From an optimization exercise on the open Yosys and OpenROAD flow, aimed at small area, a short achievable clock period and few clock cycles; shortcuts taken in it are not production practice.
Where RTL was checked, it was by simulation tests only, not by an equivalence proof against the original.
Power figures rest on the tool's default switching activity, not on a simulated workload.

Setup of rev 12:
## chip8_cpu
module chip8_cpu (
    input wire clk,
    input wire reset,
    input wire [7:0] mem_data_in,
    input wire [15:0] key_pressed,
    output wire mem_read,
    output reg [11:0] mem_addr_out,
    output reg [7:0] mem_data_out,
    output reg mem_write
);
export LEC_CHECK = 0
export CAP_MARGIN = 20
export CORE_MARGIN = 2
export CORE_UTILIZATION = 60
export SLEW_MARGIN = 20
create_clock -name core_clock -period 12.0 [get_ports {clk}]
standard.sh (not shown) runs the stock make flow with config.mk's settings and CLKGATE_MAP_FILE= SYNTH_SCRIPT=/design/flow/synth_recipe.tcl, a recipe that flattens the netlist after the stock synthesis.
==> flow/flow/run.sh <==
#!/bin/bash
set -euo pipefail
export SETUP_SLACK_MARGIN=8
bash standard.sh > standard_make.log 2>&1
Here is what was changed in the inputs of rev 13 compared with rev 12.
--- a/flow/design.v
+++ b/flow/design.v
@@ -25,28 +25,34 @@
     reg [20:0] one_hz;       
     reg [15:0] lfsr;
     wire       dcy = t_lo;               
     wire [7:0] din = mem_data_in;
     wire       stream = !(m_st || m_ld || m_bcd || m_key || m_res);
     assign mem_read = !mem_write;        
     wire [7:0] vx = V[ir_hi[3:0]];
-    wire [7:0] vy = V[din[7:4]];
+    wire [7:0] vy = V[m_st ? i : din[7:4]];
     reg  [7:0] opx, opy;
     always @(posedge clk) begin
         opx <= vx;
         opy <= vy;
     end
     reg  [3:0] key_idx;
     integer    k;
     always @(*) begin
         key_idx = 4'd0;
         for (k = 15; k >= 0; k = k - 1)
             if (key_pressed[k]) key_idx = k[3:0];
     end
     wire any_key = |key_pressed;
+    reg  [3:0] key_idx_r;
+    reg        any_key_r;
+    always @(posedge clk) begin
+        key_idx_r <= key_idx;
+        any_key_r <= any_key;
+    end
     wire [1:0] bcd_h = (vx >= 8'd200) ? 2'd2 : (vx >= 8'd100) ? 2'd1 : 2'd0;
     function [7:0] bcd_to;
         input [7:0] v;
         begin
             case (v)
                 8'd0: bcd_to = {4'd0, 4'd0};
                 8'd1: bcd_to = {4'd0, 4'd1};
@@ -384,15 +390,15 @@
     reg        w_en;
     reg [3:0]  w_idx;
     reg [7:0]  w_dat;
     always @(*) begin
         if (t_ld) begin
             w_en = 1'b1; w_idx = i - 4'd2; w_dat = din;
         end else if (m_key) begin
-            w_en = any_key; w_idx = mx; w_dat = {4'd0, key_idx};
+            w_en = any_key_r; w_idx = mx; w_dat = {4'd0, key_idx_r};
         end else begin
             w_en = e_we; w_idx = ir_hi[3:0]; w_dat = e_wd;
         end
     end
     integer r;
     always @(posedge clk) begin
         for (r = 0; r < 16; r = r + 1)
@@ -400,31 +406,22 @@
                 V[r] <= {7'd0, e_f};
             else if (w_en && w_idx == r[3:0])
                 V[r] <= w_dat;
         if (dcy && dop == 4'h2)
             stack[sp] <= mem_addr_out;
     end
     always @(posedge clk) begin
-        if (t_hi && stream)
-            ir_hi <= din;
-        else if (m_res || (m_key && any_key))
-            ir_hi <= t_hi ? din : ir_lo;
-        else if (dcy && d_st)
-            ir_hi[3:0] <= 4'd1;
-        else if (m_st)
-            ir_hi[3:0] <= ir_hi[3:0] + 4'd1;
-        if (t_hi && !stream)
-            ir_lo <= din;
+        if (t_hi) ir_hi <= din;
         if (dcy) begin
             ir_lo <= din;
             mx <= ir_hi[3:0];
             pcs <= mem_addr_out + 12'd1;
             mem_data_out <= din[6] ? V[0] : {6'd0, bcd_h};    
         end else if (m_st) begin
-            mem_data_out <= vx;
+            mem_data_out <= vy;
         end else if (m_bcd) begin
             mem_data_out <= {4'd0, i[0] ? bcd_t : bcd_o};
         end
         if (dcy)
             i <= 4'd1;
         else if (m_st || m_ld || m_bcd || m_res)
             i <= i + 4'd1;
@@ -489,24 +486,24 @@
             end else begin
                 if (m_st || m_ld || m_bcd)
                     mem_addr_out <= mem_addr_out + 12'd1;
                 if (m_st || m_bcd)
                     mem_write <= 1'b1;
                 if (m_ld)
                     q_ld <= 1'b1;
-                if ((m_st && ir_hi[3:0] == mx) || (m_ld && i == mx)) begin
+                if ((m_st || m_ld) && i == mx) begin
                     m_st <= 1'b0;
                     m_ld <= 1'b0;
                     m_res <= 1'b1;
                 end
                 if (m_bcd && i[1]) begin
                     m_bcd <= 1'b0;
                     m_res <= 1'b1;
                 end
-                if (m_res || (m_key && any_key)) begin
+                if (m_res || (m_key && any_key_r)) begin
                     mem_addr_out <= pcs;
                     q_lo <= 1'b1;
                     m_res <= 1'b0;
                     m_key <= 1'b0;
                 end
             end
             if (ev) begin
==> notes.md <==
On rev 13: half-perimeter wire length after placement is 3.2% lower than what rev 12 gave.
Synthesized cell count, rev 13 vs rev 12: down by a few percent
The run showing the smaller layout overhead on the synthesized area is rev 13.
Rev 13: done, clean on timing, DRC and antenna
Taking rev 12 as the reference, in rev 13 time the final worst path needs with I/O delays and setup decreased by 0.26 ns relative to the old numbers, number of clock sinks increased by 5 relative to the old numbers, sum of routed wire length over all layers decreased by 7.0% relative to the old numbers.
Net load switching power improves in rev 13 relative to rev 12.
Taking rev 12 as the reference, in rev 13 via count down about 6.4%; combinational share of power fell 12 points; final area went down 4.0%.
Rev 13 ends up with higher register-to-register setup slack than rev 12 does.
Re floorplan core area: rev 12 was higher than rev 13.
Summary of rev 13 over rev 12: total power -1.9 mW; leakage dissipation decreased by 5.1% relative to the old numbers.
Testbench counts of rev 13, summed over its fixed seeds: cycles 204,165.
The RTL of rev 12 was laid out without a check of its function.

port drivers added, routing unchanged:
In the flow no input, the clock included, has a driving cell. The finished layouts below were timed again as built, in two steps. Step 1 sets driving cells, clkbuf_16 on the clock port and buf_2 on the other inputs (assumed; they add their load-dependent delay and slew). Step 2 also shifts input and output timing later by t, the mid clock arrival at the registers, as if the neighbouring blocks saw the same clock. Slacks: ideal ports / drivers / drivers and shift; pairs: ideal ports / drivers.
run	t (ns)	setup WS [ns]	worst setup path after step 2	slew at the worst register clock pin (ns)
rev 12	0.651	7.679 / 7.679 / 7.201	input to register	0.07 / 0.07
rev 13	0.657	7.937 / 7.937 / 7.280	input to register	0.07 / 0.07
After both steps every run listed still meets setup and hold. The setup slack of rev 13, which loses most, moves by 0.000 ns with the drivers and by -0.657 ns with both steps.
